Source: an optimization exercise on an open RTL-to-GDS flow (aim: small area and a short achievable clock period). Production flows keep margins and buffers that such runs may drop.
In this exercise RTL edits were held to simulation tests only and were not proved equivalent to the original.

==> design/flow/design.v <==
module fa_1bit(s,c_out,a,b,c_in);
	output c_out, s;
	input a,b,c_in;
	assign s=a^b^c_in;
	assign c_out=(a&b)|(a&c_in)|(b&c_in);
endmodule
module fa_8bit (sum,a,b);
input [7:0] a,b;
output [8:0] sum;
wire [7:0] c;
fa_1bit fa0(sum[0],c[0],a[0],b[0],1'b0);
fa_1bit fa1(sum[1],c[1],a[1],b[1],c[0]);
fa_1bit fa2(sum[2],c[2],a[2],b[2],c[1]);
fa_1bit fa3(sum[3],c[3],a[3],b[3],c[2]);
fa_1bit fa4(sum[4],c[4],a[4],b[4],c[3]);
fa_1bit fa5(sum[5],c[5],a[5],b[5],c[4]);
fa_1bit fa6(sum[6],c[6],a[6],b[6],c[5]);
fa_1bit fa7(sum[7],c[7],a[7],b[7],c[6]);
assign sum[8] = c[7];
endmodule
module fa_9bit (sum,a,b);
input [8:0] a,b;
output [9:0] sum;
wire [8:0] c;
fa_1bit fa0(sum[0],c[0],a[0],b[0],1'b0);
fa_1bit fa1(sum[1],c[1],a[1],b[1],c[0]);
fa_1bit fa2(sum[2],c[2],a[2],b[2],c[1]);
fa_1bit fa3(sum[3],c[3],a[3],b[3],c[2]);
fa_1bit fa4(sum[4],c[4],a[4],b[4],c[3]);
fa_1bit fa5(sum[5],c[5],a[5],b[5],c[4]);
fa_1bit fa6(sum[6],c[6],a[6],b[6],c[5]);
fa_1bit fa7(sum[7],c[7],a[7],b[7],c[6]);
fa_1bit fa8(sum[8],c[8],a[8],b[8],c[7]);
assign sum[9] = c[8];
endmodule
module fa_10bit (sum,a,b);
input [9:0] a,b;
output [10:0] sum;
wire [9:0] c;
fa_1bit fa0(sum[0],c[0],a[0],b[0],1'b0);
fa_1bit fa1(sum[1],c[1],a[1],b[1],c[0]);
fa_1bit fa2(sum[2],c[2],a[2],b[2],c[1]);
fa_1bit fa3(sum[3],c[3],a[3],b[3],c[2]);
fa_1bit fa4(sum[4],c[4],a[4],b[4],c[3]);
fa_1bit fa5(sum[5],c[5],a[5],b[5],c[4]);
fa_1bit fa6(sum[6],c[6],a[6],b[6],c[5]);
fa_1bit fa7(sum[7],c[7],a[7],b[7],c[6]);
fa_1bit fa8(sum[8],c[8],a[8],b[8],c[7]);
fa_1bit fa9(sum[9],c[9],a[9],b[9],c[8]);
assign sum[10] = c[9];
endmodule
module fa_11bit (sum,a,b);
input [10:0] a,b;
output [11:0] sum;
wire [10:0] c;
fa_1bit fa0(sum[0],c[0],a[0],b[0],1'b0);
fa_1bit fa1(sum[1],c[1],a[1],b[1],c[0]);
fa_1bit fa2(sum[2],c[2],a[2],b[2],c[1]);
fa_1bit fa3(sum[3],c[3],a[3],b[3],c[2]);
fa_1bit fa4(sum[4],c[4],a[4],b[4],c[3]);
fa_1bit fa5(sum[5],c[5],a[5],b[5],c[4]);
fa_1bit fa6(sum[6],c[6],a[6],b[6],c[5]);
fa_1bit fa7(sum[7],c[7],a[7],b[7],c[6]);
fa_1bit fa8(sum[8],c[8],a[8],b[8],c[7]);
fa_1bit fa9(sum[9],c[9],a[9],b[9],c[8]);
fa_1bit fa10(sum[10],c[10],a[10],b[10],c[9]);
assign sum[11] = c[10];
endmodule
module fa_16bit (sum,a,b);
input [15:0] a,b;
output [16:0] sum;
wire [15:0] c;
fa_1bit fa0(sum[0],c[0],a[0],b[0],1'b0);
fa_1bit fa1(sum[1],c[1],a[1],b[1],c[0]);
fa_1bit fa2(sum[2],c[2],a[2],b[2],c[1]);
fa_1bit fa3(sum[3],c[3],a[3],b[3],c[2]);
fa_1bit fa4(sum[4],c[4],a[4],b[4],c[3]);
fa_1bit fa5(sum[5],c[5],a[5],b[5],c[4]);
fa_1bit fa6(sum[6],c[6],a[6],b[6],c[5]);
fa_1bit fa7(sum[7],c[7],a[7],b[7],c[6]);
fa_1bit fa8(sum[8],c[8],a[8],b[8],c[7]);
fa_1bit fa9(sum[9],c[9],a[9],b[9],c[8]);
fa_1bit fa10(sum[10],c[10],a[10],b[10],c[9]);
fa_1bit fa11(sum[11],c[11],a[11],b[11],c[10]);
fa_1bit fa12(sum[12],c[12],a[12],b[12],c[11]);
fa_1bit fa13(sum[13],c[13],a[13],b[13],c[12]);
fa_1bit fa14(sum[14],c[14],a[14],b[14],c[13]);
fa_1bit fa15(sum[15],c[15],a[15],b[15],c[14]);
assign sum[16] = c[15];
endmodule
module fa_17bit (sum,a,b);
input [16:0] a,b;
output [17:0] sum;
wire [16:0] c;
fa_1bit fa0(sum[0],c[0],a[0],b[0],1'b0);
fa_1bit fa1(sum[1],c[1],a[1],b[1],c[0]);
fa_1bit fa2(sum[2],c[2],a[2],b[2],c[1]);
fa_1bit fa3(sum[3],c[3],a[3],b[3],c[2]);
fa_1bit fa4(sum[4],c[4],a[4],b[4],c[3]);
fa_1bit fa5(sum[5],c[5],a[5],b[5],c[4]);
fa_1bit fa6(sum[6],c[6],a[6],b[6],c[5]);
fa_1bit fa7(sum[7],c[7],a[7],b[7],c[6]);
fa_1bit fa8(sum[8],c[8],a[8],b[8],c[7]);
fa_1bit fa9(sum[9],c[9],a[9],b[9],c[8]);
fa_1bit fa10(sum[10],c[10],a[10],b[10],c[9]);
fa_1bit fa11(sum[11],c[11],a[11],b[11],c[10]);
fa_1bit fa12(sum[12],c[12],a[12],b[12],c[11]);
fa_1bit fa13(sum[13],c[13],a[13],b[13],c[12]);
fa_1bit fa14(sum[14],c[14],a[14],b[14],c[13]);
fa_1bit fa15(sum[15],c[15],a[15],b[15],c[14]);
fa_1bit fa16(sum[16],c[16],a[16],b[16],c[15]);
assign sum[17] = c[16];
endmodule
module fa_18bit (sum,a,b);
input [17:0] a,b;
output [18:0] sum;
wire [17:0] c;
fa_1bit fa0(sum[0],c[0],a[0],b[0],1'b0);
fa_1bit fa1(sum[1],c[1],a[1],b[1],c[0]);
fa_1bit fa2(sum[2],c[2],a[2],b[2],c[1]);
fa_1bit fa3(sum[3],c[3],a[3],b[3],c[2]);
fa_1bit fa4(sum[4],c[4],a[4],b[4],c[3]);
fa_1bit fa5(sum[5],c[5],a[5],b[5],c[4]);
fa_1bit fa6(sum[6],c[6],a[6],b[6],c[5]);
fa_1bit fa7(sum[7],c[7],a[7],b[7],c[6]);
fa_1bit fa8(sum[8],c[8],a[8],b[8],c[7]);
fa_1bit fa9(sum[9],c[9],a[9],b[9],c[8]);
fa_1bit fa10(sum[10],c[10],a[10],b[10],c[9]);
fa_1bit fa11(sum[11],c[11],a[11],b[11],c[10]);
fa_1bit fa12(sum[12],c[12],a[12],b[12],c[11]);
fa_1bit fa13(sum[13],c[13],a[13],b[13],c[12]);
fa_1bit fa14(sum[14],c[14],a[14],b[14],c[13]);
fa_1bit fa15(sum[15],c[15],a[15],b[15],c[14]);
fa_1bit fa16(sum[16],c[16],a[16],b[16],c[15]);
fa_1bit fa17(sum[17],c[17],a[17],b[17],c[16]);
assign sum[18] = c[17];
endmodule
module fa_19bit (sum,a,b);
input [18:0] a,b;
output [19:0] sum;
wire [18:0] c;
fa_1bit fa0(sum[0],c[0],a[0],b[0],1'b0);
fa_1bit fa1(sum[1],c[1],a[1],b[1],c[0]);
fa_1bit fa2(sum[2],c[2],a[2],b[2],c[1]);
fa_1bit fa3(sum[3],c[3],a[3],b[3],c[2]);
fa_1bit fa4(sum[4],c[4],a[4],b[4],c[3]);
fa_1bit fa5(sum[5],c[5],a[5],b[5],c[4]);
fa_1bit fa6(sum[6],c[6],a[6],b[6],c[5]);
fa_1bit fa7(sum[7],c[7],a[7],b[7],c[6]);
fa_1bit fa8(sum[8],c[8],a[8],b[8],c[7]);
fa_1bit fa9(sum[9],c[9],a[9],b[9],c[8]);
fa_1bit fa10(sum[10],c[10],a[10],b[10],c[9]);
fa_1bit fa11(sum[11],c[11],a[11],b[11],c[10]);
fa_1bit fa12(sum[12],c[12],a[12],b[12],c[11]);
fa_1bit fa13(sum[13],c[13],a[13],b[13],c[12]);
fa_1bit fa14(sum[14],c[14],a[14],b[14],c[13]);
fa_1bit fa15(sum[15],c[15],a[15],b[15],c[14]);
fa_1bit fa16(sum[16],c[16],a[16],b[16],c[15]);
fa_1bit fa17(sum[17],c[17],a[17],b[17],c[16]);
fa_1bit fa18(sum[18],c[18],a[18],b[18],c[17]);
assign sum[19] = c[18];
endmodule
module cas(T, rem, b, cin, rout, cout);  
  input  T;      
  input  rem;    
  input  b;    
  input  cin;    
  output rout;   
  output cout;   
  assign rout = (T^b)^rem^cin;
  assign cout = ((T^b)&rem)|((T^b)&cin)|(rem&cin);
endmodule  
module sub_8bit_abs(a, b,sub_abs);   
  input   [7:0] a;  
  input   [7:0] b;   
  output  [7:0] sub_abs;    
 wire [8:0] result_sub1; 
 wire [8:0] cout;
  cas bit03(1'b1,a[0],b[0],1'b1,result_sub1[0], cout[0]);
  cas bit04(1'b1,a[1],b[1],cout[0],result_sub1[1], cout[1]);
  cas bit05(1'b1,a[2],b[2],cout[1],result_sub1[2], cout[2]);
  cas bit06(1'b1,a[3],b[3],cout[2],result_sub1[3], cout[3]);
  cas bit07(1'b1,a[4],b[4],cout[3],result_sub1[4], cout[4]);
  cas bit08(1'b1,a[5],b[5],cout[4],result_sub1[5], cout[5]);
  cas bit09(1'b1,a[6],b[6],cout[5],result_sub1[6], cout[6]);
  cas bit00(1'b1,a[7],b[7],cout[6],result_sub1[7], cout[7]);
  cas bit01(1'b1,1'b0,1'b0,cout[7],result_sub1[8], cout[8]);
  assign sub_abs = (result_sub1[8]) ? (~result_sub1[7:0] + 1'b1) : result_sub1[7:0];
endmodule  
module sub_8bit(a, b,result_sub1);   
  input   [7:0] a;  
  input   [7:0] b;   
  output [8:0] result_sub1; 
  wire [8:0] cout;
  cas bit03(1'b1,a[0],b[0],1'b1,result_sub1[0], cout[0]);
  cas bit04(1'b1,a[1],b[1],cout[0],result_sub1[1], cout[1]);
  cas bit05(1'b1,a[2],b[2],cout[1],result_sub1[2], cout[2]);
  cas bit06(1'b1,a[3],b[3],cout[2],result_sub1[3], cout[3]);
  cas bit07(1'b1,a[4],b[4],cout[3],result_sub1[4], cout[4]);
  cas bit08(1'b1,a[5],b[5],cout[4],result_sub1[5], cout[5]);
  cas bit09(1'b1,a[6],b[6],cout[5],result_sub1[6], cout[6]);
  cas bit00(1'b1,a[7],b[7],cout[6],result_sub1[7], cout[7]);
  cas bit01(1'b1,1'b0,1'b0,cout[7],result_sub1[8], cout[8]);
endmodule  
module fulladd(s,c_out,a,b,c_in);
	output c_out, s;
	input a,b,c_in;
	assign s=a^b^c_in;
	assign c_out=(a&b)|(a&c_in)|(b&c_in);
endmodule
module arr_mul(a,b,x); 
	input [7:0] a,b;
	output [15:0] x;
	wire [63:0]c;
	wire [63:0]s;   
fulladd fa0 (s[0],c[0],a[0]&b[0],1'b0,1'b0);
fulladd fa1 (s[1],c[1],a[1]&b[0],1'b0,c[0]);
fulladd fa2 (s[2],c[2],a[2]&b[0],1'b0,c[1]);
fulladd fa3 (s[3],c[3],a[3]&b[0],1'b0,c[2]);
fulladd fa4 (s[4],c[4],a[4]&b[0],1'b0,c[3]);
fulladd fa5 (s[5],c[5],a[5]&b[0],1'b0,c[4]);
fulladd fa6 (s[6],c[6],a[6]&b[0],1'b0,c[5]);
fulladd fa7 (s[7],c[7],a[7]&b[0],1'b0,c[6]);
fulladd fa8 (s[8],c[8],a[0]&b[1],s[1],1'b0);
fulladd fa9 (s[9],c[9],a[1]&b[1],s[2],c[8]);
fulladd fa10(s[10],c[10],a[2]&b[1],s[3],c[9]);
fulladd fa11(s[11],c[11],a[3]&b[1],s[4],c[10]);
fulladd fa12(s[12],c[12],a[4]&b[1],s[5],c[11]);
fulladd fa13(s[13],c[13],a[5]&b[1],s[6],c[12]);
fulladd fa14(s[14],c[14],a[6]&b[1],s[7],c[13]);
fulladd fa15(s[15],c[15],a[7]&b[1],c[7],c[14]);
fulladd fa16 (s[16],c[16],a[0]&b[2],s[9],1'b0);
fulladd fa17 (s[17],c[17],a[1]&b[2],s[10],c[16]);
fulladd fa18(s[18],c[18],a[2]&b[2],s[11],c[17]);
fulladd fa19(s[19],c[19],a[3]&b[2],s[12],c[18]);
fulladd fa20(s[20],c[20],a[4]&b[2],s[13],c[19]);
fulladd fa21(s[21],c[21],a[5]&b[2],s[14],c[20]);
fulladd fa22(s[22],c[22],a[6]&b[2],s[15],c[21]);
fulladd fa23(s[23],c[23],a[7]&b[2],c[15],c[22]);
fulladd fa24 (s[24],c[24],a[0]&b[3],s[17],1'b0);
fulladd fa25 (s[25],c[25],a[1]&b[3],s[18],c[24]);
fulladd fa26(s[26],c[26],a[2]&b[3],s[19],c[25]);
fulladd fa27(s[27],c[27],a[3]&b[3],s[20],c[26]);
fulladd fa28(s[28],c[28],a[4]&b[3],s[21],c[27]);
fulladd fa29(s[29],c[29],a[5]&b[3],s[22],c[28]);
fulladd fa30(s[30],c[30],a[6]&b[3],s[23],c[29]);
fulladd fa31(s[31],c[31],a[7]&b[3],c[23],c[30]);
fulladd fa32 (s[32],c[32],a[0]&b[4],s[25],1'b0);
fulladd fa33 (s[33],c[33],a[1]&b[4],s[26],c[32]);
fulladd fa34(s[34],c[34],a[2]&b[4],s[27],c[33]);
fulladd fa35(s[35],c[35],a[3]&b[4],s[28],c[34]);
fulladd fa36(s[36],c[36],a[4]&b[4],s[29],c[35]);
fulladd fa37(s[37],c[37],a[5]&b[4],s[30],c[36]);
fulladd fa38(s[38],c[38],a[6]&b[4],s[31],c[37]);
fulladd fa39(s[39],c[39],a[7]&b[4],c[31],c[38]);
fulladd fa40 (s[40],c[40],a[0]&b[5],s[33],1'b0);
fulladd fa41 (s[41],c[41],a[1]&b[5],s[34],c[40]);
fulladd fa42(s[42],c[42],a[2]&b[5],s[35],c[41]);
fulladd fa43(s[43],c[43],a[3]&b[5],s[36],c[42]);
fulladd fa44(s[44],c[44],a[4]&b[5],s[37],c[43]);
fulladd fa45(s[45],c[45],a[5]&b[5],s[38],c[44]);
fulladd fa46(s[46],c[46],a[6]&b[5],s[39],c[45]);
fulladd fa47(s[47],c[47],a[7]&b[5],c[39],c[46]);
fulladd fa48 (s[48],c[48],a[0]&b[6],s[41],1'b0);
fulladd fa49 (s[49],c[49],a[1]&b[6],s[42],c[48]);
fulladd fa50(s[50],c[50],a[2]&b[6],s[43],c[49]);
fulladd fa51(s[51],c[51],a[3]&b[6],s[44],c[50]);
fulladd fa52(s[52],c[52],a[4]&b[6],s[45],c[51]);
fulladd fa53(s[53],c[53],a[5]&b[6],s[46],c[52]);
fulladd fa54(s[54],c[54],a[6]&b[6],s[47],c[53]);
fulladd fa55(s[55],c[55],a[7]&b[6],c[47],c[54]);
fulladd fa56 (s[56],c[56],a[0]&b[7],s[49],1'b0);
fulladd fa57 (s[57],c[57],a[1]&b[7],s[50],c[56]);
fulladd fa58(s[58],c[58],a[2]&b[7],s[51],c[57]);
fulladd fa59(s[59],c[59],a[3]&b[7],s[52],c[58]);
fulladd fa60(s[60],c[60],a[4]&b[7],s[53],c[59]);
fulladd fa61(s[61],c[61],a[5]&b[7],s[54],c[60]);
fulladd fa62(s[62],c[62],a[6]&b[7],s[55],c[61]);
fulladd fa63(s[63],c[63],a[7]&b[7],c[55],c[62]);
	assign x[0]=s[0];
	assign x[1]=s[8];
	assign x[2]=s[16];
	assign x[3]=s[24];
	assign x[4]=s[32];
	assign x[5]=s[40];
	assign x[6]=s[48];
	assign x[7]=s[56];
	assign x[8]=s[57];
	assign x[9]=s[58];
	assign x[10]=s[59];
	assign x[11]=s[60];
	assign x[12]=s[61];
	assign x[13]=s[62];
	assign x[14]=s[63];
	assign x[15]=c[63];
endmodule
module conv_mask (clk,rst_n,act,a,b,result,c_i);
 parameter N = 8;
 input  clk , rst_n , act;
 input wire [7:0] a , b;
 output  [15:0] result;
 output  [7:0] c_i;
wire [8:0] sub_total;
wire [7:0] sub_abs;
reg [15:0] r1,r2,r3,r4;
wire [15:0] result_mul1 , result_mul2 ,result_mul3 , result_mul4 ;
 sub_8bit_abs s_abs (a,b,sub_abs);
 sub_8bit sub (8'd255,sub_abs,sub_total);
always @(posedge clk , negedge rst_n)
 begin 
   if(!rst_n) 
     r1 <= 16'h0;
   else if(act)
     begin 
	   r1[7:0] <= sub_total[7:0]; 
       r1[15:8] <= a;
	 end 
 end 
 arr_mul mul1(r1[7:0],r1[7:0],result_mul1);
always @(posedge clk , negedge rst_n)
  begin 
    if(!rst_n) 
	   r2 <= 16'h0;
	else begin 
       r2[15:8] <= r1[15:8];
	   r2[7:0] <= result_mul1[15:8];
	end 
  end 
arr_mul mul2(r2[7:0],r2[7:0],result_mul2);
always @(posedge clk , negedge rst_n)
  begin 
    if(!rst_n) 
	   r3 <= 16'h0;
	else begin 
       r3[15:8] <= r2[15:8];
	   r3[7:0] <= result_mul2[15:8];
	end 
  end 
arr_mul mul3(r3[7:0],r3[7:0],result_mul3);
always @(posedge clk , negedge rst_n)
  begin 
    if(!rst_n) 
	   r4 <= 16'h0;
	else begin 
       r4[15:8] <= r3[15:8];
	   r4[7:0] <= result_mul3[15:8];
	end 
  end 
assign c_i = r4[7:0];
arr_mul mul4(r4[7:0],r4[15:8],result_mul4);
assign result = result_mul4;
endmodule
module add_pipeline_8bit (c1,c2,c3,c4,c5,c6,c7,c8,c9,clk,rst_n,sum);
	input [7:0] c1,c2,c3,c4,c5,c6,c7,c8,c9;
	input clk,rst_n;
	output [11:0] sum ;
	wire [8:0] sum8_1,sum8_2,sum8_3,sum8_4;
	wire [9:0] sum9_1,sum9_2;
	wire [10:0] sum10_1;
	wire [10:0] c9_1;
	reg [30:0] r5; 
fa_8bit fa1 (sum8_1,c1,c2); 
fa_8bit fa2 (sum8_2,c3,c4); 
fa_9bit fa3 (sum9_1,sum8_1,sum8_2); 
fa_8bit fa4(sum8_3,c5,c6);
fa_8bit fa5(sum8_4,c7,c8);
fa_9bit fa6(sum9_2,sum8_3,sum8_4);	    
assign c9_1={2'b00,c9};
always @(posedge clk or negedge rst_n)
    begin
	  if(!rst_n)
	    r5<=31'd0;
	  else
	  begin
	    r5[9:0]<=sum9_1;
		r5[19:10]<=sum9_2;
		r5[30:20]<=c9_1;
	  end
	end
fa_10bit fa7(sum10_1,r5[9:0],r5[19:10]); 
fa_11bit fa8(sum,sum10_1,r5[30:20]);
endmodule
module add_pipeline_16bit (c1,c2,c3,c4,c5,c6,c7,c8,c9,clk,rst_n,sum);
	input [15:0] c1,c2,c3,c4,c5,c6,c7,c8,c9;
	input clk,rst_n;
	output [19:0] sum ;
	wire [16:0] sum8_1,sum8_2,sum8_3,sum8_4;
	wire [17:0] sum9_1,sum9_2;
	wire [18:0] sum10_1;
	wire [18:0] c9_1;
	reg [54:0] r5;
fa_16bit fa1 (sum8_1,c1,c2); 
fa_16bit fa2 (sum8_2,c3,c4); 
fa_17bit fa3 (sum9_1,sum8_1,sum8_2); 
fa_16bit fa4(sum8_3,c5,c6);
fa_16bit fa5(sum8_4,c7,c8);
fa_17bit fa6(sum9_2,sum8_3,sum8_4);	    
assign c9_1={2'b00,c9};
always @(posedge clk or negedge rst_n)
    begin
	  if(!rst_n)
	    r5<=55'd0;
	  else
	  begin
	    r5[17:0]<=sum9_1; 
		r5[35:18]<=sum9_2;
		r5[54:36]<=c9_1;
	  end
	end
fa_18bit fa7(sum10_1,r5[17:0],r5[35:18]); 
fa_19bit fa8(sum,sum10_1,r5[54:36]);
endmodule
module cas_1bit(a,b,t,c_in,r,q);
input a,b;
input c_in;
input t;
output q;
output r;
wire b1;
assign b1 = b ^ t;
assign r  = a ^ b1 ^ c_in;
assign q = (a & b1) | (b1 & c_in) | (a & c_in);
endmodule
module div_16bit_8bit(a,b,clk,rst_n,q);
input [15:0] a;     
input [7:0] b;     
input clk,rst_n;
output [15:0] q;    
wire [7:0] rem15, rem14,rem13,rem12,rem11, rem10,rem9,rem8,rem7, rem6,rem5,rem4,rem3,rem2,rem1,rem0;
wire [6:0]c_t15,c_t14,c_t13,c_t12,c_t11,c_t10,c_t9,c_t8,c_t7,c_t6,c_t5,c_t4,c_t3,c_t2,c_t1,c_t0;
wire [15:0] a_r1,a_r2,a_r3;
wire [7:0] b_r1,b_r2,b_r3;
wire t_r1,t_r2,t_r3;
wire [6:0] rem_r1,rem_r2,rem_r3;
reg  [34:0] r1;
reg  [38:0]r2;
reg  [42:0]r3;
wire [15:0] q_tmp;
cas_1bit cas_15_0 (a[15],b[0],1'b1,1'b1,rem15[0],c_t15[0]);
cas_1bit cas_15_1 (1'b0,b[1],1'b1,c_t15[0],rem15[1],c_t15[1]);
cas_1bit cas_15_2 (1'b0,b[2],1'b1,c_t15[1],rem15[2],c_t15[2]);
cas_1bit cas_15_3 (1'b0,b[3],1'b1,c_t15[2],rem15[3],c_t15[3]);
cas_1bit cas_15_4 (1'b0,b[4],1'b1,c_t15[3],rem15[4],c_t15[4]);
cas_1bit cas_15_5 (1'b0,b[5],1'b1,c_t15[4],rem15[5],c_t15[5]);
cas_1bit cas_15_6 (1'b0,b[6],1'b1,c_t15[5],rem15[6],c_t15[6]);
cas_1bit cas_15_7 (1'b0,b[7],1'b1,c_t15[6],rem15[7],q_tmp[15]);
cas_1bit cas_14_0 (a[14],b[0],q_tmp[15],q_tmp[15],rem14[0],c_t14[0]);
cas_1bit cas_14_1 (rem15[0],b[1],q_tmp[15],c_t14[0],rem14[1],c_t14[1]);
cas_1bit cas_14_2 (rem15[1],b[2],q_tmp[15],c_t14[1],rem14[2],c_t14[2]);
cas_1bit cas_14_3 (rem15[2],b[3],q_tmp[15],c_t14[2],rem14[3],c_t14[3]);
cas_1bit cas_14_4 (rem15[3],b[4],q_tmp[15],c_t14[3],rem14[4],c_t14[4]);
cas_1bit cas_14_5 (rem15[4],b[5],q_tmp[15],c_t14[4],rem14[5],c_t14[5]);
cas_1bit cas_14_6 (rem15[5],b[6],q_tmp[15],c_t14[5],rem14[6],c_t14[6]);
cas_1bit cas_14_7 (rem15[6],b[7],q_tmp[15],c_t14[6],rem14[7],q_tmp[14]);
cas_1bit cas_13_0 (a[13],b[0],q_tmp[14],q_tmp[14],rem13[0],c_t13[0]);
cas_1bit cas_13_1 (rem14[0],b[1],q_tmp[14],c_t13[0],rem13[1],c_t13[1]);
cas_1bit cas_13_2 (rem14[1],b[2],q_tmp[14],c_t13[1],rem13[2],c_t13[2]);
cas_1bit cas_13_3 (rem14[2],b[3],q_tmp[14],c_t13[2],rem13[3],c_t13[3]);
cas_1bit cas_13_4 (rem14[3],b[4],q_tmp[14],c_t13[3],rem13[4],c_t13[4]);
cas_1bit cas_13_5 (rem14[4],b[5],q_tmp[14],c_t13[4],rem13[5],c_t13[5]);
cas_1bit cas_13_6 (rem14[5],b[6],q_tmp[14],c_t13[5],rem13[6],c_t13[6]);
cas_1bit cas_13_7 (rem14[6],b[7],q_tmp[14],c_t13[6],rem13[7],q_tmp[13]);
cas_1bit cas_12_0 (a[12],b[0],q_tmp[13],q_tmp[13],rem12[0],c_t12[0]);
cas_1bit cas_12_1 (rem13[0],b[1],q_tmp[13],c_t12[0],rem12[1],c_t12[1]);
cas_1bit cas_12_2 (rem13[1],b[2],q_tmp[13],c_t12[1],rem12[2],c_t12[2]);
cas_1bit cas_12_3 (rem13[2],b[3],q_tmp[13],c_t12[2],rem12[3],c_t12[3]);
cas_1bit cas_12_4 (rem13[3],b[4],q_tmp[13],c_t12[3],rem12[4],c_t12[4]);
cas_1bit cas_12_5 (rem13[4],b[5],q_tmp[13],c_t12[4],rem12[5],c_t12[5]);
cas_1bit cas_12_6 (rem13[5],b[6],q_tmp[13],c_t12[5],rem12[6],c_t12[6]);
cas_1bit cas_12_7 (rem13[6],b[7],q_tmp[13],c_t12[6],rem12[7],q_tmp[12]);
always @(posedge clk or negedge rst_n)
 begin
  if(!rst_n)
     r1 <= 0;
  else
     r1 <= {q_tmp[15:12],rem12[6:0],b[7:0],a[15:0]};   
 end                                                   
 assign t_r1 = r1[31];
 assign a_r1   = r1[15:0];
 assign b_r1   = r1[23:16];
 assign rem_r1 = r1[30:24];
cas_1bit cas_11_0 (a_r1[11],b_r1[0],t_r1,t_r1,rem11[0],c_t11[0]);
cas_1bit cas_11_1 (rem_r1[0],b_r1[1],t_r1,c_t11[0],rem11[1],c_t11[1]);
cas_1bit cas_11_2 (rem_r1[1],b_r1[2],t_r1,c_t11[1],rem11[2],c_t11[2]);
cas_1bit cas_11_3 (rem_r1[2],b_r1[3],t_r1,c_t11[2],rem11[3],c_t11[3]);
cas_1bit cas_11_4 (rem_r1[3],b_r1[4],t_r1,c_t11[3],rem11[4],c_t11[4]);
cas_1bit cas_11_5 (rem_r1[4],b_r1[5],t_r1,c_t11[4],rem11[5],c_t11[5]);
cas_1bit cas_11_6 (rem_r1[5],b_r1[6],t_r1,c_t11[5],rem11[6],c_t11[6]);
cas_1bit cas_11_7 (rem_r1[6],b_r1[7],t_r1,c_t11[6],rem11[7],q_tmp[11]);
cas_1bit cas_10_0 (a_r1[10],b_r1[0],q_tmp[11],q_tmp[11],rem10[0],c_t10[0]);
cas_1bit cas_10_1 (rem11[0],b_r1[1],q_tmp[11],c_t10[0],rem10[1],c_t10[1]);
cas_1bit cas_10_2 (rem11[1],b_r1[2],q_tmp[11],c_t10[1],rem10[2],c_t10[2]);
cas_1bit cas_10_3 (rem11[2],b_r1[3],q_tmp[11],c_t10[2],rem10[3],c_t10[3]);
cas_1bit cas_10_4 (rem11[3],b_r1[4],q_tmp[11],c_t10[3],rem10[4],c_t10[4]);
cas_1bit cas_10_5 (rem11[4],b_r1[5],q_tmp[11],c_t10[4],rem10[5],c_t10[5]);
cas_1bit cas_10_6 (rem11[5],b_r1[6],q_tmp[11],c_t10[5],rem10[6],c_t10[6]);
cas_1bit cas_10_7 (rem11[6],b_r1[7],q_tmp[11],c_t10[6],rem10[7],q_tmp[10]);
cas_1bit cas_9_0 (a_r1[9],b_r1[0],q_tmp[10],q_tmp[10],rem9[0],c_t9[0]);
cas_1bit cas_9_1 (rem10[0],b_r1[1],q_tmp[10],c_t9[0],rem9[1],c_t9[1]);
cas_1bit cas_9_2 (rem10[1],b_r1[2],q_tmp[10],c_t9[1],rem9[2],c_t9[2]);
cas_1bit cas_9_3 (rem10[2],b_r1[3],q_tmp[10],c_t9[2],rem9[3],c_t9[3]);
cas_1bit cas_9_4 (rem10[3],b_r1[4],q_tmp[10],c_t9[3],rem9[4],c_t9[4]);
cas_1bit cas_9_5 (rem10[4],b_r1[5],q_tmp[10],c_t9[4],rem9[5],c_t9[5]);
cas_1bit cas_9_6 (rem10[5],b_r1[6],q_tmp[10],c_t9[5],rem9[6],c_t9[6]);
cas_1bit cas_9_7 (rem10[6],b_r1[7],q_tmp[10],c_t9[6],rem9[7],q_tmp[9]);
cas_1bit cas_8_0 (a_r1[8],b_r1[0],q_tmp[9],q_tmp[9],rem8[0],c_t8[0]);
cas_1bit cas_8_1 (rem9[0],b_r1[1],q_tmp[9],c_t8[0],rem8[1],c_t8[1]);
cas_1bit cas_8_2 (rem9[1],b_r1[2],q_tmp[9],c_t8[1],rem8[2],c_t8[2]);
cas_1bit cas_8_3 (rem9[2],b_r1[3],q_tmp[9],c_t8[2],rem8[3],c_t8[3]);
cas_1bit cas_8_4 (rem9[3],b_r1[4],q_tmp[9],c_t8[3],rem8[4],c_t8[4]);
cas_1bit cas_8_5 (rem9[4],b_r1[5],q_tmp[9],c_t8[4],rem8[5],c_t8[5]);
cas_1bit cas_8_6 (rem9[5],b_r1[6],q_tmp[9],c_t8[5],rem8[6],c_t8[6]);
cas_1bit cas_8_7 (rem9[6],b_r1[7],q_tmp[9],c_t8[6],rem8[7],q_tmp[8]);
always @(posedge clk or negedge rst_n)
 begin
  if(!rst_n)
     r2 <= 38'd0;
  else
     r2 <= {r1[34:31],q_tmp[11:8],rem8[6:0],b_r1[7:0],a_r1[15:0]};  
 end
 assign t_r2 = r2[31];
 assign a_r2   = r2[15:0];
 assign b_r2   = r2[23:16];
 assign rem_r2 = r2[30:24];
cas_1bit cas_7_0 (a_r2[7],b_r2[0],t_r2,t_r2,rem7[0],c_t7[0]);
cas_1bit cas_7_1 (rem_r2[0],b_r2[1],t_r2,c_t7[0],rem7[1],c_t7[1]);
cas_1bit cas_7_2 (rem_r2[1],b_r2[2],t_r2,c_t7[1],rem7[2],c_t7[2]);
cas_1bit cas_7_3 (rem_r2[2],b_r2[3],t_r2,c_t7[2],rem7[3],c_t7[3]);
cas_1bit cas_7_4 (rem_r2[3],b_r2[4],t_r2,c_t7[3],rem7[4],c_t7[4]);
cas_1bit cas_7_5 (rem_r2[4],b_r2[5],t_r2,c_t7[4],rem7[5],c_t7[5]);
cas_1bit cas_7_6 (rem_r2[5],b_r2[6],t_r2,c_t7[5],rem7[6],c_t7[6]);
cas_1bit cas_7_7 (rem_r2[6],b_r2[7],t_r2,c_t7[6],rem7[7],q_tmp[7]);
cas_1bit cas_6_0 (a_r2[6],b_r2[0],q_tmp[7],q_tmp[7],rem6[0],c_t6[0]);
cas_1bit cas_6_1 (rem7[0],b_r2[1],q_tmp[7],c_t6[0],rem6[1],c_t6[1]);
cas_1bit cas_6_2 (rem7[1],b_r2[2],q_tmp[7],c_t6[1],rem6[2],c_t6[2]);
cas_1bit cas_6_3 (rem7[2],b_r2[3],q_tmp[7],c_t6[2],rem6[3],c_t6[3]);
cas_1bit cas_6_4 (rem7[3],b_r2[4],q_tmp[7],c_t6[3],rem6[4],c_t6[4]);
cas_1bit cas_6_5 (rem7[4],b_r2[5],q_tmp[7],c_t6[4],rem6[5],c_t6[5]);
cas_1bit cas_6_6 (rem7[5],b_r2[6],q_tmp[7],c_t6[5],rem6[6],c_t6[6]);
cas_1bit cas_6_7 (rem7[6],b_r2[7],q_tmp[7],c_t6[6],rem6[7],q_tmp[6]);
cas_1bit cas_5_0 (a_r2[5],b_r2[0],q_tmp[6],q_tmp[6],rem5[0],c_t5[0]);
cas_1bit cas_5_1 (rem6[0],b_r2[1],q_tmp[6],c_t5[0],rem5[1],c_t5[1]);
cas_1bit cas_5_2 (rem6[1],b_r2[2],q_tmp[6],c_t5[1],rem5[2],c_t5[2]);
cas_1bit cas_5_3 (rem6[2],b_r2[3],q_tmp[6],c_t5[2],rem5[3],c_t5[3]);
cas_1bit cas_5_4 (rem6[3],b_r2[4],q_tmp[6],c_t5[3],rem5[4],c_t5[4]);
cas_1bit cas_5_5 (rem6[4],b_r2[5],q_tmp[6],c_t5[4],rem5[5],c_t5[5]);
cas_1bit cas_5_6 (rem6[5],b_r2[6],q_tmp[6],c_t5[5],rem5[6],c_t5[6]);
cas_1bit cas_5_7 (rem6[6],b_r2[7],q_tmp[6],c_t5[6],rem5[7],q_tmp[5]);
cas_1bit cas_4_0 (a_r2[4],b_r2[0],q_tmp[5],q_tmp[5],rem4[0],c_t4[0]);
cas_1bit cas_4_1 (rem5[0],b_r2[1],q_tmp[5],c_t4[0],rem4[1],c_t4[1]);
cas_1bit cas_4_2 (rem5[1],b_r2[2],q_tmp[5],c_t4[1],rem4[2],c_t4[2]);
cas_1bit cas_4_3 (rem5[2],b_r2[3],q_tmp[5],c_t4[2],rem4[3],c_t4[3]);
cas_1bit cas_4_4 (rem5[3],b_r2[4],q_tmp[5],c_t4[3],rem4[4],c_t4[4]);
cas_1bit cas_4_5 (rem5[4],b_r2[5],q_tmp[5],c_t4[4],rem4[5],c_t4[5]);
cas_1bit cas_4_6 (rem5[5],b_r2[6],q_tmp[5],c_t4[5],rem4[6],c_t4[6]);
cas_1bit cas_4_7 (rem5[6],b_r2[7],q_tmp[5],c_t4[6],rem4[7],q_tmp[4]);
always @(posedge clk or negedge rst_n)
 begin
  if(!rst_n)
     r3 <= 0;
  else
     r3 <= {r2[38:31],q_tmp[7:4],rem4[6:0],b_r2[7:0],a_r2[15:0]};  
 end
 assign t_r3 = r3[31];
 assign a_r3   = r3[15:0];
 assign b_r3   = r3[23:16];
 assign rem_r3 = r3[30:24];
cas_1bit cas_3_0 (a_r3[3],b_r3[0],t_r3,t_r3,rem3[0],c_t3[0]);
cas_1bit cas_3_1 (rem_r3[0],b_r3[1],t_r3,c_t3[0],rem3[1],c_t3[1]);
cas_1bit cas_3_2 (rem_r3[1],b_r3[2],t_r3,c_t3[1],rem3[2],c_t3[2]);
cas_1bit cas_3_3 (rem_r3[2],b_r3[3],t_r3,c_t3[2],rem3[3],c_t3[3]);
cas_1bit cas_3_4 (rem_r3[3],b_r3[4],t_r3,c_t3[3],rem3[4],c_t3[4]);
cas_1bit cas_3_5 (rem_r3[4],b_r3[5],t_r3,c_t3[4],rem3[5],c_t3[5]);
cas_1bit cas_3_6 (rem_r3[5],b_r3[6],t_r3,c_t3[5],rem3[6],c_t3[6]);
cas_1bit cas_3_7 (rem_r3[6],b_r3[7],t_r3,c_t3[6],rem3[7],q_tmp[3]);
cas_1bit cas_2_0 (a_r3[2],b_r3[0],q_tmp[3],q_tmp[3],rem2[0],c_t2[0]);
cas_1bit cas_2_1 (rem3[0],b_r3[1],q_tmp[3],c_t2[0],rem2[1],c_t2[1]);
cas_1bit cas_2_2 (rem3[1],b_r3[2],q_tmp[3],c_t2[1],rem2[2],c_t2[2]);
cas_1bit cas_2_3 (rem3[2],b_r3[3],q_tmp[3],c_t2[2],rem2[3],c_t2[3]);
cas_1bit cas_2_4 (rem3[3],b_r3[4],q_tmp[3],c_t2[3],rem2[4],c_t2[4]);
cas_1bit cas_2_5 (rem3[4],b_r3[5],q_tmp[3],c_t2[4],rem2[5],c_t2[5]);
cas_1bit cas_2_6 (rem3[5],b_r3[6],q_tmp[3],c_t2[5],rem2[6],c_t2[6]);
cas_1bit cas_2_7 (rem3[6],b_r3[7],q_tmp[3],c_t2[6],rem2[7],q_tmp[2]);
cas_1bit cas_1_0 (a_r3[1],b_r3[0],q_tmp[2],q_tmp[2],rem1[0],c_t1[0]);
cas_1bit cas_1_1 (rem2[0],b_r3[1],q_tmp[2],c_t1[0],rem1[1],c_t1[1]);
cas_1bit cas_1_2 (rem2[1],b_r3[2],q_tmp[2],c_t1[1],rem1[2],c_t1[2]);
cas_1bit cas_1_3 (rem2[2],b_r3[3],q_tmp[2],c_t1[2],rem1[3],c_t1[3]);
cas_1bit cas_1_4 (rem2[3],b_r3[4],q_tmp[2],c_t1[3],rem1[4],c_t1[4]);
cas_1bit cas_1_5 (rem2[4],b_r3[5],q_tmp[2],c_t1[4],rem1[5],c_t1[5]);
cas_1bit cas_1_6 (rem2[5],b_r3[6],q_tmp[2],c_t1[5],rem1[6],c_t1[6]);
cas_1bit cas_1_7 (rem2[6],b_r3[7],q_tmp[2],c_t1[6],rem1[7],q_tmp[1]);
cas_1bit cas_0_0 (a_r3[0],b_r3[0],q_tmp[1],q_tmp[1],rem0[0],c_t0[0]);
cas_1bit cas_0_1 (rem1[0],b_r3[1],q_tmp[1],c_t0[0],rem0[1],c_t0[1]);
cas_1bit cas_0_2 (rem1[1],b_r3[2],q_tmp[1],c_t0[1],rem0[2],c_t0[2]);
cas_1bit cas_0_3 (rem1[2],b_r3[3],q_tmp[1],c_t0[2],rem0[3],c_t0[3]);
cas_1bit cas_0_4 (rem1[3],b_r3[4],q_tmp[1],c_t0[3],rem0[4],c_t0[4]);
cas_1bit cas_0_5 (rem1[4],b_r3[5],q_tmp[1],c_t0[4],rem0[5],c_t0[5]);
cas_1bit cas_0_6 (rem1[5],b_r3[6],q_tmp[1],c_t0[5],rem0[6],c_t0[6]);
cas_1bit cas_0_7 (rem1[6],b_r3[7],q_tmp[1],c_t0[6],rem0[7],q_tmp[0]);
assign q = { r3[42:31], q_tmp[3:0] };
endmodule
module filter (clk,rst_n,cl_pixel,act,wr,sw_pixel_1,sw_pixel_2,sw_pixel_3,sw_pixel_4,sw_pixel_5,sw_pixel_6,sw_pixel_7,sw_pixel_8,sw_pixel_9);
input  [7:0] sw_pixel_1,sw_pixel_2,sw_pixel_3,sw_pixel_4,sw_pixel_5,sw_pixel_6,sw_pixel_7,sw_pixel_8,sw_pixel_9;
input clk , rst_n , act;
output  [7:0] cl_pixel ;
output wr;  
reg [15:0]result_mul[8:0] ;
reg [7:0]result_c[8:0] ;
reg [15:0] r_div1; 
reg [7:0] r_div2; 
wire wr;
reg r1,r2,r3,r4,r5,r6,r7,r8,r9,r10,r11;
wire [7:0]sw_pixels[0:8];
wire [7:0] c_tmp[0:8] ;
wire [15:0] result_tmp[0:8] ;
wire [11:0] sum_c;
wire [19:0] sum_mul; 
wire [15:0] result_div;
reg [7:0] result_final;
assign sw_pixels[0]=sw_pixel_1;
assign sw_pixels[1]=sw_pixel_2;
assign sw_pixels[2]=sw_pixel_3;
assign sw_pixels[3]=sw_pixel_4;
assign sw_pixels[4]=sw_pixel_5;
assign sw_pixels[5]=sw_pixel_6;
assign sw_pixels[6]=sw_pixel_7;
assign sw_pixels[7]=sw_pixel_8;
assign sw_pixels[8]=sw_pixel_9;
conv_mask  conv_0(
	    .clk(clk),
        .rst_n(rst_n),
		.act(act),
        .a(sw_pixels[0]),
	    .b(sw_pixels[4]),
	    .result(result_tmp[0]),
        .c_i(c_tmp[0])
		 );
conv_mask  conv_1(
	    .clk(clk),
        .rst_n(rst_n),
		.act(act),
        .a(sw_pixels[1]),
	    .b(sw_pixels[4]),
	    .result(result_tmp[1]),
        .c_i(c_tmp[1])
		 );
conv_mask  conv_2(
	    .clk(clk),
        .rst_n(rst_n),
		.act(act),
        .a(sw_pixels[2]),
	    .b(sw_pixels[4]),
	    .result(result_tmp[2]),
        .c_i(c_tmp[2])
		 );
conv_mask  conv_3(
	    .clk(clk),
        .rst_n(rst_n),
		.act(act),
        .a(sw_pixels[3]),
	    .b(sw_pixels[4]),
	    .result(result_tmp[3]),
        .c_i(c_tmp[3])
		 );
conv_mask  conv_4(
	    .clk(clk),
        .rst_n(rst_n),
		.act(act),
        .a(sw_pixels[4]),
	    .b(sw_pixels[4]),
	    .result(result_tmp[4]),
        .c_i(c_tmp[4])
		 );
conv_mask  conv_5(
	    .clk(clk),
        .rst_n(rst_n),
		.act(act),
        .a(sw_pixels[5]),
	    .b(sw_pixels[4]),
	    .result(result_tmp[5]),
        .c_i(c_tmp[5])
		 );
conv_mask  conv_6(
	    .clk(clk),
        .rst_n(rst_n),
		.act(act),
        .a(sw_pixels[6]),
	    .b(sw_pixels[4]),
	    .result(result_tmp[6]),
        .c_i(c_tmp[6])
		 );
conv_mask  conv_7(
	    .clk(clk),
        .rst_n(rst_n),
		.act(act),
        .a(sw_pixels[7]),
	    .b(sw_pixels[4]),
	    .result(result_tmp[7]),
        .c_i(c_tmp[7])
		 );
conv_mask  conv_8(
	    .clk(clk),
        .rst_n(rst_n),
		.act(act),
        .a(sw_pixels[8]),
	    .b(sw_pixels[4]),
	    .result(result_tmp[8]),
        .c_i(c_tmp[8])
		 );		 
always @(posedge clk or negedge rst_n)
begin
    if(!rst_n)
	begin
	    result_c[0] <= 1'b0;
		result_c[1] <= 1'b0;
		result_c[2] <= 1'b0;
		result_c[3] <= 1'b0;
		result_c[4] <= 1'b0;
	    result_c[5] <= 1'b0;
	    result_c[6] <= 1'b0;
		result_c[7] <= 1'b0;
		result_c[8] <= 1'b0;
	    result_mul[0]<= 1'b0;
	    result_mul[1]<= 1'b0;
	    result_mul[2]<= 1'b0;
	    result_mul[3]<= 1'b0;
	    result_mul[4]<= 1'b0;
	    result_mul[5]<= 1'b0;
	    result_mul[6]<= 1'b0;
	    result_mul[7]<= 1'b0;
	    result_mul[8]<= 1'b0;
	end
	else 
	begin
		result_c[0]<=c_tmp[0];
		result_c[1]<=c_tmp[1];
		result_c[2]<=c_tmp[2];
		result_c[3]<=c_tmp[3];
		result_c[4]<=c_tmp[4];
		result_c[5]<=c_tmp[5];
		result_c[6]<=c_tmp[6];
		result_c[7]<=c_tmp[7];
		result_c[8]<=c_tmp[8];
		result_mul[0]<=result_tmp[0];
		result_mul[1]<=result_tmp[1];
		result_mul[2]<=result_tmp[2];
		result_mul[3]<=result_tmp[3];
		result_mul[4]<=result_tmp[4];
		result_mul[5]<=result_tmp[5];
		result_mul[6]<=result_tmp[6];
		result_mul[7]<=result_tmp[7];
		result_mul[8]<=result_tmp[8];
	end
end
add_pipeline_8bit sum_1(result_c[0],result_c[1],result_c[2],result_c[3],result_c[4],result_c[5],result_c[6],result_c[7],result_c[8],clk,rst_n,sum_c);
add_pipeline_16bit sum_2 (result_mul[0],result_mul[1],result_mul[2],result_mul[3],result_mul[4],result_mul[5],result_mul[6],result_mul[7],result_mul[8],clk,rst_n,sum_mul);
always @(posedge clk or negedge rst_n)
begin
     if(!rst_n)
	 begin
	 r_div1<=16'b0;
	 r_div2<=8'b0;
	 end
	 else
	 begin
	 r_div1<= sum_mul[19:4];
	 r_div2<= sum_c[11:4];
	 end
end
  div_16bit_8bit div ({1'b0,r_div1[15:1]},{1'b0,r_div2[7:1]},clk,rst_n,result_div);
always @(posedge clk,negedge rst_n)
begin
if(!rst_n)
begin
r1 <= 1'b0;
r2 <= 1'b0;
r3 <= 1'b0;
r4 <= 1'b0;
r5 <= 1'b0;
r6 <= 1'b0;
r7 <= 1'b0;
r8 <= 1'b0;
r9 <= 1'b0;
r10<= 1'b0;
r11<= 1'b0;
end
else
begin
r1 <= act;
r2 <= r1;
r3 <= r2;
r4 <= r3;
r5 <= r4;
r6 <= r5;
r7 <= r6;
r8 <= r7;
r9 <= r8;
r10 <= r9;
r11 <= r10;
end
end
assign wr = r11;
always @(posedge clk , negedge rst_n)
   begin 
     if(!rst_n) 
	    result_final <= 8'd0;
	 else result_final <= result_div[7:0];
   end 
assign cl_pixel = result_final;  
endmodule
==> design/flow/run.sh <==
#!/bin/bash
# synth_recipe.tcl (not shown) runs the flow's synth.tcl, then flattens the netlist and writes it again
# the make line also repeats each setting of config.mk as NAME=value (left out here)
make -C /OpenROAD-flow-scripts/flow DESIGN_CONFIG=/design/flow/config.mk WORK_HOME=/design/flow/orfs CLKGATE_MAP_FILE= SYNTH_SCRIPT=/design/flow/synth_recipe.tcl finish
==> design/flow/config.mk <==
export PLATFORM = sky130hd
export DESIGN_NAME = filter
export DESIGN_NICKNAME = filter
export VERILOG_FILES = /design/flow/design.v
export SDC_FILE = /design/flow/constraint.sdc
export NUM_CORES = 4
export LEC_CHECK = 0
export CAP_MARGIN = 20
export CORE_MARGIN = 2
export CORE_UTILIZATION = 40
export SLEW_MARGIN = 20
==> design/flow/constraint.sdc <==
create_clock -name core_clock -period 12.0 [get_ports {clk}]
set_input_delay 2.4000 -clock core_clock [delete_from_list [all_inputs] [get_ports {clk}]]
set_output_delay 2.4000 -clock core_clock [all_outputs]
set_load 0.01 [all_outputs]
==> results.txt <==
* Total Wirelength at 145000 um
* Startpoint Class: register
* Placed Cells at 9771
* H-tree depth at 3
* Status: finished clean
* Post-synth top flop: dfrtp_1
* Worst-path clk slew at 0.06 ns
* Antenna viol nets, final at 0
* Critical path's slowest cell: dfrtp_2
* TritonCTS clock tree: yes
* Global Route Usage Sum at 14.7%
* Largest cells by area after synthesis: fa_1, dfrtp_1, inv_1
* Die width at 465 um
* IO Port Bufs at 83
* Overall die height at 465 um
* Setup TNS at 0 ns
* Layout cells sized above 1 at 7.19%
* Bufs on Longest Clock Path at 3
* DRC viols at 0
* Mapped Area at 0.0849 mm^2
* Final hold violations at 0
* Drt first pass iters at 5
* Measured slew at the worst slew-check pin at 0.980 ns
* # nets final at 9306
* Cts bufs inserted at 114
* Crit path arrival time at 12.08 ns
* Synth Net Count at 9131
* Total gr overflow at 0
* Final setup viols at 0
* CP Capture Type: register
* Max-slew violations at 0
* Post-DP HPWL at 121000 um
* Reg area at 0.0245 mm^2
* Worst Path Max Fanout at 7
* Vias/cell at 4.44
* Skew-Pair Late Insertion Delay at 0.75 ns
* Yosys top cell by area: fa_1
* Slew HR at 34.7%
* Synth top area share at 47.4%
* Seq cells post-synth at 978
* DIE AREA at 0.216 mm^2
* Sequential element share of the synthesized area at 28.8%
* Post-Layout Cell Count at 9988
* Area occupied by multi-input gates at 0.0535 mm^2
* Avg Cell Area, Syn at 12.3 um^2
* Core Region at 0.211 mm^2
* Antenna violations before repair at 1
* Largest net degree at the start of global routing at 169
* Cell row count at 169
* Period minus WS final at 11.51 ns
* Number of synthesized flops with an enable pin at 0
* Worst min path class: register to register
* First-pass GRT wire length at 260000 um
* Final Cycle Share at 95.9%
* Ys Warns at 9
* WP data required at 12.58 ns
* Setup CP Type: register to register
* IO Pins at 84
* Drt wl/cell at 14.5 um
* Post-Synthesis Cells at 6895
* Layout area overhead at 10.1%
* Root buf cell: clkbuf_16
* Via count of the routed design at 44300
* Distinct cells, synth at 38
* F_max at 86.9 MHz
* Vias in the first global route at 52100
* Filler cells at 19500
* Final worst slack at 0.493 ns
* Asr flop ratio synth at 100%
* Maxcap violations at 0
* Worst path max stage delay at 0.47 ns
* Gpl congestion at 0.831
* Setup WS pre-CTS at 0.304 ns
* Clk sink count at 978
* Initial core utilization at 40.1%
* Worst Skew at 0.0607 ns
* Most Frequent Cell on Critical Path: fa_1
* DRT iter0 DRCs at 1790
* RSZ-0062 raised after global routing: yes
## cells by family (layout without fill, tap and decap cells)
family	count (synthesis)	after routing	synth area share (%)
compound gates	65	65	0.455
xor+xnor	146	146	1.51
fa+ha+maj	2176	2176	49.8
buf+inv	1835	2106	8.14
flops	978	978	28.8
mux	152	152	1.99
other cells	0	1	0
simple gates	1543	1543	9.27
## area by class of cell
cell class	count	share of cell area [%]
diodes	1	0.00268
clock buffers	142	3.34
clock inverters	70	1.06
inverters	1779	7.15
multi-input cells	4082	57.3
flip-flops and latches	978	26.2
well taps	2821	3.78
repair buffers	115	1.21
## timing repair
action,in CTS,in global routing
setup buffers,0,3
hold buffers,0,0
gates resized for setup,0,6
setup endpoints to repair,0,3
## flip-flops by register name, indices dropped and copies added, names as in the netlist, 22 cells and up
signal	count
div.r2	23
result_c	72
sum_2.r5	52
result_mul	144
sum_1.r5	28
div.r1	27
div.r3	22
## layout by cell type, fill, tap and decap left out, drive strengths merged, types with 2 or more instances in the layout
cell           instances
a211oi                 2
buf                   35
nor2                  63
or2                  136
inv                 1791
or3                    2
clkdlybuf4s50         80
nand2b                 5
nor2b                  3
clkinv                28
a21oi                 35
bufinv                17
clkinvlp              13
ha                   151
o22ai                  2
xor2                  52
a31oi                 14
nor3                   9
dfrtp                978
mux2                 134
maj3                  15
and3                   2
mux2i                 18
nand2                646
o211ai                 2
o21ai                  5
and2                 674
clkbuf               142
fa                  2010
xnor2                 94
## worst max-delay path, delay by kind of cell, from the launching register on
kind                       cells  cell delay (ns)
adders and majority gates     27             9.81
xor gates and xnor gates       4             0.66
DFF                            1             0.47
buffers and inverters          4             0.25
and+or+nand+nor                1             0.11
AOI/OAI and AO/OA              1             0.07
## stage by stage
stage	instance area (um^2)	util [%]	hold WS, ns
floorplan	84900	-	0.331
global placement	89300	42.2	0.332
detailed placement	89300	42.2	0.335
CTS	93400	44.2	0.333
global route	93500	44.2	0.341
finish	93500	44.2	0.326
## Yosys cell counts (3+ instances only)
master       n
a21oi_1     35
a31oi_1     14
and2_1     674
buf_6        3
clkbuf_1    52
dfrtp_1    978
fa_1      2010
ha_1       151
inv_1     1778
maj3_1      13
mux2_2     134
mux2i_1     18
nand2_1    646
nand2b_1     5
nor2_1      63
nor2b_1      3
nor3_1       9
o21ai_0      4
or2_2      136
xnor2_1     94
xor2_1      52
## worst paths after layout
kind | cells past startpoint | from | slack [ns] | endpoint
min | 0 | result_c[8][7] | 0.33 | sum_1.r5[27]
max in group asynchronous | 3 | rst_n | 8.11 | conv_5.r2[0]
max reg2reg | 37 | div.r2[31] | 0.49 | div.r3[31]
max | 37 | div.r2[31] | 0.49 | div.r3[31]
min reg2reg | 0 | result_c[8][7] | 0.33 | sum_1.r5[27]
min in group asynchronous | 1 | rst_n | 1.66 | result_final[5]
## routing by layer
| layer | global-route usage (%) | wire length, um | vias up |
|---|---|---|---|
| li1 | - | - | 19900 |
| met1 | 20.1 | 64300 | 23800 |
| met2 | 25.2 | 73300 | 437 |
| met3 | 1.98 | 4250 | 184 |
| met4 | 3.24 | 3180 | 0 |
| met5 | 0 | 0 | - |

-- port drivers added, routing unchanged --
No port has a modelled driver above. Below, the same layout with a new extraction and two added sets of constraints. Step 1: set_driving_cell puts a clkbuf_16 on clk and a buf_2 on each other input, an assumption about the parent block. Step 2 moves the port delays by t, midway between the first and last clock arrival at a register: inputs arrive t later, outputs are due t later. That takes back most of the time a late clock gives input paths. Slacks: ideal ports / drivers / drivers and shift; pairs: ideal ports / drivers.
t (ns): 0.812
slack for setup (ns): 0.493 / 0.493 / 0.493
hold WS [ns]: 0.326 / 0.326 / 0.326
worst data-port slew with drivers (ns): 0.07
pins driven straight from the clock port: 1
After both steps this run still meets setup and hold. The setup slack of this run moves by 0.000 ns with the drivers and by 0.000 ns with both steps.
